This is an optimization exercise on Yosys and OpenROAD, whose aim is a short achievable clock period and few clock cycles, not a production implementation. The RTL was checked by simulation tests, not by an equivalence proof against the original design. Power is estimated from default activity; no workload was simulated.

==> inputs of job 2255 <==
// y86
module y86 (
    input             clk,
    input             rst,
    output            imem_req,
    output     [63:0] imem_addr,
    input             imem_ready,
    input      [79:0] imem_rdata,
    output            dmem_req,
    output            dmem_we,
    output     [63:0] dmem_addr,
    output     [63:0] dmem_wdata,
    input             dmem_ready,
    input      [63:0] dmem_rdata,
    output            halted,
    output     [1:0]  stat,
    output     [63:0] halt_pc,
    input      [3:0]  dbg_raddr,
    output     [63:0] dbg_rdata
);
Settings: LEC_CHECK=0, CAP_MARGIN=20, CELL_PAD_IN_SITES_DETAIL_PLACEMENT=1, CELL_PAD_IN_SITES_GLOBAL_PLACEMENT=2, CORE_MARGIN=2, CORE_UTILIZATION=30, PLACE_DENSITY=0.45, SLEW_MARGIN=20, SYNTH_HIERARCHICAL=1; clock period 12.0 ns.
standard.sh (not shown) runs the stock make flow with config.mk's settings and CLKGATE_MAP_FILE= SYNTH_SCRIPT=/design/flow/synth_recipe.tcl, a recipe that flattens the netlist after the stock synthesis.
==> flow/flow/run.sh <==
#!/bin/bash
# Layout: the standard ORFS flow (standard synthesis unchanged), with
# port buffers that resizing may change to any drive strength, timing repair
# that aims for a shorter period than the clock's, and, after global routing,
# a slew and capacitance repair and antenna diodes placed with a margin
# (flow/antenna.tcl). ORFS's own logs stay under orfs/logs.
set -euo pipefail
here=$(pwd)
bash standard.sh MATCH_CELL_FOOTPRINT=0 \
  "BUFFER_PORTS_ARGS=-buffer_cell sky130_fd_sc_hd__buf_6" \
  SETUP_SLACK_MARGIN=7 \
  POST_GLOBAL_ROUTE_TCL=$here/flow/antenna.tcl \
  MAX_REPAIR_ANTENNAS_ITER_DRT=10 \
  finish > standard_flow.log 2>&1
==> flow/flow/antenna.tcl <==
# After global routing and its timing repair: fix the max slew and max
# capacitance that timing repair may have left (on the global routes, with
# a wide margin), then insert antenna diodes with a wide margin, so that
# detailed routing leaves no antenna violation to fix by routing again.
estimate_parasitics -global_routing
global_route -start_incremental
repair_design -slew_margin 40 -cap_margin 40
detailed_placement
global_route -end_incremental
estimate_parasitics -global_routing
repair_antennas -ratio_margin 50 -iterations 5
check_placement
==> job 2390: changes against job 2255 <==
--- a/flow/design.v
+++ b/flow/design.v
@@ -16,20 +16,17 @@
     output     [1:0]  stat,
     output     [63:0] halt_pc,
     input      [3:0]  dbg_raddr,
     output     [63:0] dbg_rdata
 );
     localparam STAT_HLT = 2'd1;
     localparam STAT_INS = 2'd2;
     reg [63:0] pc;           
-    reg [63:0] fa;           
-    localparam CAP = 2;      
-    reg [8*CAP-1:0] buf_r;   
-    reg [CAP:0]     avh;     
+    wire [79:0] buf_r = 80'd0;
     reg        halt_r;
     reg [1:0]  stat_r;
     reg [63:0] hpc_r;
     reg        zf, sf, of;
     reg [63:0] rf [0:15];
     reg        v1, v2;                   
     reg [1:0]  fun1, fun2;               
     reg        setcc1, setcc2;
@@ -57,34 +54,34 @@
     wire weE1 = fE1 & ~stall;
     wire weE2 = fE2 & ~stall;
     wire weM  = fM & ~stall;
     wire c_zf = (v2 & setcc2) ? zf2 : (v1 & setcc1) ? zf1 : zf;
     wire c_sf = (v2 & setcc2) ? sf2 : (v1 & setcc1) ? sf1 : sf;
     wire c_of = (v2 & setcc2) ? of2 : (v1 & setcc1) ? of1 : of;
     wire        redirect = mv & m_ret;
     wire [63:0] base  = redirect ? dmem_rdata : pc;
-    wire [63:0] fa_e  = redirect ? dmem_rdata : fa;
-    wire [10:0] av    = redirect ? 11'd1 : {{(10 - CAP){1'b0}}, avh};
+    wire [63:0] fa_e  = base;
+    wire [10:0] av    = 11'd1;
     assign imem_req  = ~halt_r;
     assign imem_addr = fa_e;
     wire fetch_ok = imem_ready & ~halt_r & ~stall;
     wire [159:0] win;
     genvar j, k;
     generate
         for (j = 0; j < 20; j = j + 1) begin : wbyte
             wire [7:0] from_buf;
-            if (j < CAP) begin : inb
-                assign from_buf = (|av[10:j+1]) ? buf_r[8 * CAP - 1 - 8 * j -: 8] : 8'd0;
+            if (j < 10) begin : inb
+                assign from_buf = (|av[10:j+1]) ? buf_r[79 - 8 * j -: 8] : 8'd0;
             end else begin : nob
                 assign from_buf = 8'd0;
             end
             wire [7:0] from_mem [0:10];
             for (k = 0; k <= 10; k = k + 1) begin : src
-                if (k <= CAP && k <= j && j - k < 10) begin : on
+                if (k <= j && j - k < 10) begin : on
                     assign from_mem[k] = av[k] ? imem_rdata[79 - 8 * (j - k) -: 8] : 8'd0;
                 end else begin : off
                     assign from_mem[k] = 8'd0;
                 end
             end
             assign win[159 - 8 * j -: 8] = from_buf |
                 from_mem[0] | from_mem[1] | from_mem[2] | from_mem[3] | from_mem[4] | from_mem[5] |
                 from_mem[6] | from_mem[7] | from_mem[8] | from_mem[9] | from_mem[10];
@@ -152,104 +149,85 @@
                 assign pair_have[4 * j + k] = tge(LEN(j) + LEN(k));
             end
         end
     endgenerate
     wire have2 = |(pair_oh & pair_have);
     wire run   = ~halt_r & ~stall;
     wire any1  = run & (fetch_ok | ~av[0]);
     wire iss1  = any1 & have1 & ~stop1;
+    wire take1 = (jx1 & cond1) | cl1;
     wire       wEm1 = op1 | rr1 | ir1 | stk1;
     wire [3:0] dE1  = stk1 ? 4'h4 : rB1;
     wire       wM1  = mr1 | pp1;
     wire       wEm2 = op2 | rr2 | ir2 | stk2;
     wire [3:0] dE2  = stk2 ? 4'h4 : rB2;
     wire       wM2  = mr2 | pp2;
     wire       uA2  = op2 | rr2 | rm2 | ps2;
     wire       uB2  = op2 | rm2 | mr2;
     wire raw = (wEm1 & ((uA2 & dE1 == rA2) | (uB2 & dE1 == rB2) | (stk2 & dE1 == 4'h4))) |
                (wM1  & ((uA2 & rA1 == rA2) | (uB2 & rA1 == rB2) | (stk2 & rA1 == 4'h4)));
     wire waw = (wEm1 & wEm2 & dE1 == dE2) | (wEm1 & wM2 & dE1 == rA2) |
                (wM1 & wEm2 & rA1 == dE2) | (wM1 & wM2 & rA1 == rA2);
     wire ccd = op1 & (rr2 | jx2) & (fn2 != 4'h0);
-    wire iss2n = iss1 & ~cl1 & ~rt1 & have2 & ~stop2 & ~raw & ~waw & ~ccd & ~(mem1 & mem2);
-    wire jt1   = iss1 & jx1 & cond1;
-    wire jt2   = iss2n & jx2 & cond2;
-    wire iss2  = iss2n & ~jt1;
+    wire iss2 = iss1 & ~take1 & ~rt1 & have2 & ~stop2 & ~raw & ~waw & ~ccd & ~(mem1 & mem2);
+    wire take2 = (jx2 & cond2) | cl2;
     wire [63:0] hi_inc;
     y86_add64 a_hi (.a({5'd0, base[63:5]}), .b(64'd0), .cin(1'b1), .s(hi_inc));
     wire [63:0] inc [0:30];
     generate
         for (j = 0; j <= 30; j = j + 1) begin : incs
             wire [5:0] lo = {1'b0, base[4:0]} + j;
             assign inc[j] = {lo[5] ? hi_inc[58:0] : base[63:5], lo[4:0]};
         end
     endgenerate
     wire [63:0] fa10;
     y86_add64 a_fa10 (.a(fa_e), .b(64'd10), .cin(1'b0), .s(fa10));
     wire [239:0] winx = {win, 80'd0};
     wire [20:0]  tot_oh = fetch_ok ? {av, 10'd0} : {10'd0, av};
-    function [CAP:0] left_oh;
+    function [10:0] left_oh;
         input integer c;
         integer t;
         begin
-            for (t = 0; t < CAP; t = t + 1)
+            for (t = 0; t < 10; t = t + 1)
                 left_oh[t] = (t + c <= 20) ? tot_oh[(t + c <= 20) ? t + c : 0] : 1'b0;
-            left_oh[CAP] = 1'b0;
-            for (t = CAP; t <= 20; t = t + 1)
-                if (t + c <= 20) left_oh[CAP] = left_oh[CAP] | tot_oh[(t + c <= 20) ? t + c : 0];
-        end
-    endfunction
-    function [63:0] fa_after;
-        input integer c;
-        integer d;
-        begin
-            d = c + CAP - 10;
-            if (d < 0)
-                fa_after = inc[(c + CAP <= 30) ? c + CAP : 0];
-            else if (d >= CAP)
-                fa_after = fa10;
-            else
-                fa_after = avge[(d >= 0 && d < CAP) ? d + 1 : 0] ? inc[(c + CAP <= 30) ? c + CAP : 0] : fa10;
+            left_oh[10] = 1'b0;
+            for (t = 10; t <= 20; t = t + 1)
+                if (t + c <= 20) left_oh[10] = left_oh[10] | tot_oh[(t + c <= 20) ? t + c : 0];
         end
     endfunction
     wire [63:0] pc_s0 = base;
-    wire [63:0] fa_s0 = fetch_ok ? inc[CAP] : fa_e;
-    wire [CAP:0] av_s0 = left_oh(0);
-    wire [8*CAP-1:0] bf_s0 = winx[239 -: 8 * CAP];
+    wire [63:0] fa_s0 = fetch_ok ? inc[10] : fa_e;
+    wire [10:0] av_s0 = left_oh(0);
+    wire [79:0] bf_s0 = winx[239 -: 80];
     reg  [63:0] pc_s1, fa_s1, pc_s2, fa_s2;
-    reg  [CAP:0] av_s1, av_s2;
-    reg  [8*CAP-1:0] bf_s1, bf_s2;
+    reg  [10:0] av_s1, av_s2;
+    reg  [79:0] bf_s1, bf_s2;
     integer x, y;
     always @(*) begin
-        pc_s1 = 64'd0; fa_s1 = 64'd0; av_s1 = 0; bf_s1 = 0;
+        pc_s1 = 64'd0; fa_s1 = 64'd0; av_s1 = 11'd0; bf_s1 = 80'd0;
         for (x = 0; x < 4; x = x + 1)
             if (lh1[x]) begin
                 pc_s1 = inc[LEN(x)];
-                fa_s1 = ~fetch_ok ? fa_e : fa_after(LEN(x));
+                fa_s1 = ~fetch_ok ? fa_e : avge[LEN(x)] ? inc[LEN(x) + 10] : fa10;
                 av_s1 = left_oh(LEN(x));
-                bf_s1 = winx[239 - 8 * LEN(x) -: 8 * CAP];
+                bf_s1 = winx[239 - 8 * LEN(x) -: 80];
             end
-        pc_s2 = 64'd0; fa_s2 = 64'd0; av_s2 = 0; bf_s2 = 0;
+        pc_s2 = 64'd0; fa_s2 = 64'd0; av_s2 = 11'd0; bf_s2 = 80'd0;
         for (x = 0; x < 4; x = x + 1)
             for (y = 0; y < 4; y = y + 1)
                 if (pair_oh[4 * x + y]) begin
                     pc_s2 = inc[LEN(x) + LEN(y)];
-                    fa_s2 = ~fetch_ok ? fa_e : fa_after(LEN(x) + LEN(y));
+                    fa_s2 = ~fetch_ok ? fa_e :
+                            (LEN(x) + LEN(y) < 10 && avge[(LEN(x) + LEN(y) < 10) ? LEN(x) + LEN(y) + 1 : 0]) ?
+                            inc[LEN(x) + LEN(y) + 10] : fa10;
                     av_s2 = left_oh(LEN(x) + LEN(y));
-                    bf_s2 = winx[239 - 8 * (LEN(x) + LEN(y)) -: 8 * CAP];
+                    bf_s2 = winx[239 - 8 * (LEN(x) + LEN(y)) -: 80];
                 end
     end
-    wire kt1 = iss1 & cl1;
-    wire kt2 = iss2n & cl2;
-    wire flush = (iss1 & rt1) | (iss2n & rt2);
-    wire [63:0] pc_n0  = kt1 ? valC1 : kt2 ? valC2 : iss2n ? pc_s2 : iss1 ? pc_s1 : pc_s0;
-    wire [63:0] fa_n0  = kt1 ? valC1 : kt2 ? valC2 : iss2n ? fa_s2 : iss1 ? fa_s1 : fa_s0;
-    wire [CAP:0] avh_n0 = (kt1 | kt2 | flush) ? 1 : iss2n ? av_s2 : iss1 ? av_s1 : av_s0;
-    wire [8*CAP-1:0] buf_n0 = iss2n ? bf_s2 : iss1 ? bf_s1 : bf_s0;
     wire [63:0] ret1 = inc[9];
     wire [63:0] ret2 = ({64{lh1[0]}} & inc[10]) | ({64{lh1[1]}} & inc[11]) |
                        ({64{lh1[2]}} & inc[18]) | ({64{lh1[3]}} & inc[19]);
     function [63:0] fwd;
         input [3:0]  r;
         input [63:0] v;
         begin
             fwd = (fM  && m_dstM == r) ? dmem_rdata :
@@ -276,18 +254,16 @@
     wire [63:0] m8 = 64'hffff_ffff_ffff_fff8;
     wire [63:0] a1_n = (op1 | rr1) ? rdA1 : ir1 ? valC1 : (cl1 | ps1) ? m8 : 64'd8;
     wire [63:0] b1_n = (op1 | rm1 | mr1) ? rdB1 : stk1 ? rdSP : 64'd0;
     wire [63:0] a2_n = (op2 | rr2) ? rdA2 : ir2 ? valC2 : (cl2 | ps2) ? m8 : 64'd8;
     wire [63:0] b2_n = (op2 | rm2 | mr2) ? rdB2 : stk2 ? rdSP : 64'd0;
     always @(posedge clk) begin
         if (rst) begin
             pc     <= 64'd0;
-            fa     <= 64'd0;
-            avh    <= 1;
             halt_r <= 1'b0;
             stat_r <= 2'd0;
             v1     <= 1'b0;
             v2     <= 1'b0;
             mv     <= 1'b0;
             zf     <= 1'b1;
             sf     <= 1'b0;
             of     <= 1'b0;
@@ -305,61 +281,61 @@
                 v1 <= iss1;
                 v2 <= iss2;
                 mv <= (iss1 & mem1) | (iss2 & mem2);
                 if (any1 & stop1) begin
                     halt_r <= 1'b1;
                     stat_r <= valid1 ? STAT_HLT : STAT_INS;
                     hpc_r  <= base;
                 end
-                pc    <= jt1 ? valC1 : jt2 ? valC2 : pc_n0;
-                fa    <= jt1 ? valC1 : jt2 ? valC2 : fa_n0;
-                avh   <= (jt1 | jt2) ? 1 : avh_n0;
-                buf_r <= buf_n0;
+                if (iss1 & take1) begin
+                    pc  <= valC1;
+                end else if (iss1 & rt1) begin
+                end else if (iss2 & take2) begin
+                    pc  <= valC2;
+                end else if (iss2 & rt2) begin
+                end else begin
+                    pc    <= iss2 ? pc_s2 : iss1 ? pc_s1 : pc_s0;
+                end
             end
         end
         if (!stall) begin
             fun1   <= op1 ? fn1[1:0] : 2'd0;
             setcc1 <= op1;
             wE1    <= op1 | (rr1 & cond1) | ir1 | stk1;
             dstE1  <= dE1;
+            a1     <= a1_n;
+            b1     <= b1_n;
             fun2   <= op2 ? fn2[1:0] : 2'd0;
             setcc2 <= op2;
             wE2    <= op2 | (rr2 & cond2) | ir2 | stk2;
             dstE2  <= dE2;
+            a2     <= a2_n;
+            b2     <= b2_n;
             if (mem1) begin
                 m_rd   <= mr1 | rt1 | pp1;
                 m_wr   <= rm1 | cl1 | ps1;
                 m_ret  <= rt1;
                 m_wM   <= wM1;
                 m_dstM <= rA1;
+                m_b    <= b1_n;
+                m_off  <= (rm1 | mr1) ? valC1 : (cl1 | ps1) ? m8 : 64'd0;
                 m_d    <= cl1 ? ret1 : rdA1;
             end else begin
                 m_rd   <= mr2 | rt2 | pp2;
                 m_wr   <= rm2 | cl2 | ps2;
                 m_ret  <= rt2;
                 m_wM   <= wM2;
                 m_dstM <= rA2;
+                m_b    <= b2_n;
+                m_off  <= (rm2 | mr2) ? valC2 : (cl2 | ps2) ? m8 : 64'd0;
                 m_d    <= cl2 ? ret2 : rdA2;
             end
         end
     end
-    wire [63:0] m_b_n   = mem1 ? b1_n : b2_n;
-    wire [63:0] m_off_n = mem1 ? ((rm1 | mr1) ? valC1 : (cl1 | ps1) ? m8 : 64'd0) :
-                                 ((rm2 | mr2) ? valC2 : (cl2 | ps2) ? m8 : 64'd0);
-    always @(posedge clk) begin
-        if (!stall) begin
-            a1    <= a1_n;
-            b1    <= b1_n;
-            a2    <= a2_n;
-            b2    <= b2_n;
-            m_b   <= m_b_n;
-            m_off <= m_off_n;
-        end
-    end
     integer i;
     always @(posedge clk) begin
         if (rst) begin
             for (i = 0; i < 16; i = i + 1)
                 rf[i] <= 64'd0;
         end else begin
             for (i = 0; i < 16; i = i + 1) begin
                 if (weM && m_dstM == i[3:0])
==> flow/flow/run.sh (replaced) <==
#!/bin/bash
# Layout: the standard ORFS flow (standard synthesis unchanged), with
# port buffers that resizing may change to any drive strength, timing repair
# that aims for a shorter period than the clock's, and, after global routing,
# a slew and capacitance repair and antenna diodes placed with a margin
# (flow/antenna.tcl). ORFS's own logs stay under orfs/logs.
set -euo pipefail
here=$(pwd)
bash standard.sh MATCH_CELL_FOOTPRINT=0 \
  "BUFFER_PORTS_ARGS=-buffer_cell sky130_fd_sc_hd__buf_6" \
  SETUP_SLACK_MARGIN=5 \
  POST_GLOBAL_ROUTE_TCL=$here/flow/antenna.tcl \
  MAX_REPAIR_ANTENNAS_ITER_DRT=10 \
  finish > standard_flow.log 2>&1
CELL_PAD_IN_SITES_DETAIL_PLACEMENT = not set   (was 1)
CELL_PAD_IN_SITES_GLOBAL_PLACEMENT = not set   (was 2)
==> job 3885: changes against job 2255 <==
--- a/flow/design.v
+++ b/flow/design.v
@@ -278,16 +278,17 @@
     wire [63:0] b1_n = (op1 | rm1 | mr1) ? rdB1 : stk1 ? rdSP : 64'd0;
     wire [63:0] a2_n = (op2 | rr2) ? rdA2 : ir2 ? valC2 : (cl2 | ps2) ? m8 : 64'd8;
     wire [63:0] b2_n = (op2 | rm2 | mr2) ? rdB2 : stk2 ? rdSP : 64'd0;
     always @(posedge clk) begin
         if (rst) begin
             pc     <= 64'd0;
             fa     <= 64'd0;
             avh    <= 1;
+            buf_r  <= 0;
             halt_r <= 1'b0;
             stat_r <= 2'd0;
             v1     <= 1'b0;
             v2     <= 1'b0;
             mv     <= 1'b0;
             zf     <= 1'b1;
             sf     <= 1'b0;
             of     <= 1'b0;
@@ -311,54 +312,72 @@
                     hpc_r  <= base;
                 end
                 pc    <= jt1 ? valC1 : jt2 ? valC2 : pc_n0;
                 fa    <= jt1 ? valC1 : jt2 ? valC2 : fa_n0;
                 avh   <= (jt1 | jt2) ? 1 : avh_n0;
                 buf_r <= buf_n0;
             end
         end
-        if (!stall) begin
+    end
+    wire [63:0] m_b_n   = mem1 ? b1_n : b2_n;
+    wire [63:0] m_off_n = mem1 ? ((rm1 | mr1) ? valC1 : (cl1 | ps1) ? m8 : 64'd0) :
+                                 ((rm2 | mr2) ? valC2 : (cl2 | ps2) ? m8 : 64'd0);
+    always @(posedge clk) begin
+        if (rst) begin
+            a1     <= 64'd0;
+            b1     <= 64'd0;
+            a2     <= 64'd0;
+            b2     <= 64'd0;
+            m_b    <= 64'd0;
+            m_off  <= 64'd0;
+            fun1   <= 2'd0;
+            setcc1 <= 1'b0;
+            wE1    <= 1'b0;
+            dstE1  <= 4'd0;
+            fun2   <= 2'd0;
+            setcc2 <= 1'b0;
+            wE2    <= 1'b0;
+            dstE2  <= 4'd0;
+            m_rd   <= 1'b0;
+            m_wr   <= 1'b0;
+            m_ret  <= 1'b0;
+            m_wM   <= 1'b0;
+            m_dstM <= 4'd0;
+        end else if (!stall) begin
+            a1     <= a1_n;
+            b1     <= b1_n;
+            a2     <= a2_n;
+            b2     <= b2_n;
+            m_b    <= m_b_n;
+            m_off  <= m_off_n;
             fun1   <= op1 ? fn1[1:0] : 2'd0;
             setcc1 <= op1;
             wE1    <= op1 | (rr1 & cond1) | ir1 | stk1;
             dstE1  <= dE1;
             fun2   <= op2 ? fn2[1:0] : 2'd0;
             setcc2 <= op2;
             wE2    <= op2 | (rr2 & cond2) | ir2 | stk2;
             dstE2  <= dE2;
             if (mem1) begin
                 m_rd   <= mr1 | rt1 | pp1;
                 m_wr   <= rm1 | cl1 | ps1;
                 m_ret  <= rt1;
                 m_wM   <= wM1;
                 m_dstM <= rA1;
-                m_d    <= cl1 ? ret1 : rdA1;
             end else begin
                 m_rd   <= mr2 | rt2 | pp2;
                 m_wr   <= rm2 | cl2 | ps2;
                 m_ret  <= rt2;
                 m_wM   <= wM2;
                 m_dstM <= rA2;
-                m_d    <= cl2 ? ret2 : rdA2;
             end
         end
-    end
-    wire [63:0] m_b_n   = mem1 ? b1_n : b2_n;
-    wire [63:0] m_off_n = mem1 ? ((rm1 | mr1) ? valC1 : (cl1 | ps1) ? m8 : 64'd0) :
-                                 ((rm2 | mr2) ? valC2 : (cl2 | ps2) ? m8 : 64'd0);
-    always @(posedge clk) begin
-        if (!stall) begin
-            a1    <= a1_n;
-            b1    <= b1_n;
-            a2    <= a2_n;
-            b2    <= b2_n;
-            m_b   <= m_b_n;
-            m_off <= m_off_n;
-        end
+        if (!stall)
+            m_d <= mem1 ? (cl1 ? ret1 : rdA1) : (cl2 ? ret2 : rdA2);
     end
     integer i;
     always @(posedge clk) begin
         if (rst) begin
             for (i = 0; i < 16; i = i + 1)
                 rf[i] <= 64'd0;
         end else begin
             for (i = 0; i < 16; i = i + 1) begin
@@ -470,10 +489,37 @@
     endgenerate
     assign s = p ^ {G[6][62:0], cin};
 endmodule
 module y86_rdmux (
     input  [1023:0] regs,
     input  [3:0]    sel,
     output [63:0]   out
 );
-    assign out = regs[64 * sel +: 64];
+    wire [15:0] oh;
+    y86_dec16 dec (.sel(sel), .oh(oh));
+    y86_ohmux mux (.regs(regs), .oh(oh), .out(out));
+endmodule
+module y86_dec16 (
+    input  [3:0]  sel,
+    output [15:0] oh
+);
+    genvar i;
+    generate
+        for (i = 0; i < 16; i = i + 1) begin : d
+            assign oh[i] = (sel == i);
+        end
+    endgenerate
+endmodule
+module y86_ohmux (
+    input  [1023:0] regs,
+    input  [15:0]   oh,
+    output [63:0]   out
+);
+    reg [63:0] o;
+    integer i;
+    always @(*) begin
+        o = 64'd0;
+        for (i = 0; i < 16; i = i + 1)
+            o = o | ({64{oh[i]}} & regs[64 * i +: 64]);
+    end
+    assign out = o;
 endmodule
CELL_PAD_IN_SITES_DETAIL_PLACEMENT = not set   (was 1)
CELL_PAD_IN_SITES_GLOBAL_PLACEMENT = not set   (was 2)
==> summary.txt <==
item	job 2255	job 3885	job 2390
Hold depth	2	-	2
Highest Clock Rate	0.129 GHz	-	0.136 GHz
X dimension of the die	825 um	810 um	767 um
Setup ws final	4.27 ns	-	4.67 ns
FFs & Latches	1715	-	1632
Clock group total power	9080 uW	-	7650 uW
Number of buffers inserted to repair setup after CTS	1231	1495	66
Share of the core filled with cells in the final layout	43.1%	-	34.7%
Buf+Inv Stages, Crit Path	10	-	4
Period utilization	64.5%	-	61.1%
Critical setup path kind	flip-flop to flip-flop	-	input port to flip-flop
Placed Instance Area	222000 um^2	217000 um^2	187000 um^2
Post-Place Worst Slack	2.06 ns	2.37 ns	2.72 ns
Fraction of cell area in non-clock buffers	17.9%	-	7.54%
Run status	complete, no violations	stopped before the end	complete, no violations
Last stage reached	-	global routing (5_1_grt)	-
Avg Inst Size Synth	7.94 um^2	7.17 um^2	8.23 um^2
Worst-case headroom to the max-slew limit	11.4%	-	4.36%
Share of the final layout cell area in multi-input gates	59.5%	-	63.8%
Peak supply drop	0.146 mV	-	0.134 mV
Final-layout clock buffer total	354	-	312
Met3 Wirelength	385000 um	-	195000 um
Well-Tap Cells	8938	-	7755
Testbench counts of job 2255, summed over its fixed seeds: cycles 20,188.
Testbench counts of job 2390, summed over its fixed seeds: cycles 21,692.
Testbench counts of job 3885, summed over its fixed seeds: cycles 20,188.

==> separate check: timing with driven ports <==
Ports are ideal in the flow. The routed layouts listed here were re-timed in OpenROAD.
Step 1 sets driving cells, clkbuf_16 on the clock port and buf_2 on the other inputs (assumed; they add their load-dependent delay and slew).
Step 2 moves the port delays by t, midway between the first and last clock arrival at a register: inputs arrive t later, outputs are due t later. That takes back most of the time a late clock gives input paths.
a / b / c = no drivers / after step 1 / after step 2; a / b = the first two.
run	t, ns	slack for setup (ns)	worst setup path at the end	worst slew at a driven data input, ns
job 2255	1.248	4.266 / 4.266 / 3.198	input to register	0.82
job 2390	1.170	4.669 / 4.581 / 3.595	input to register	0.45
After both steps every run listed still meets setup and hold. The setup slack of job 2390, which loses most, moves by -0.088 ns with the drivers and by -1.074 ns with both steps.
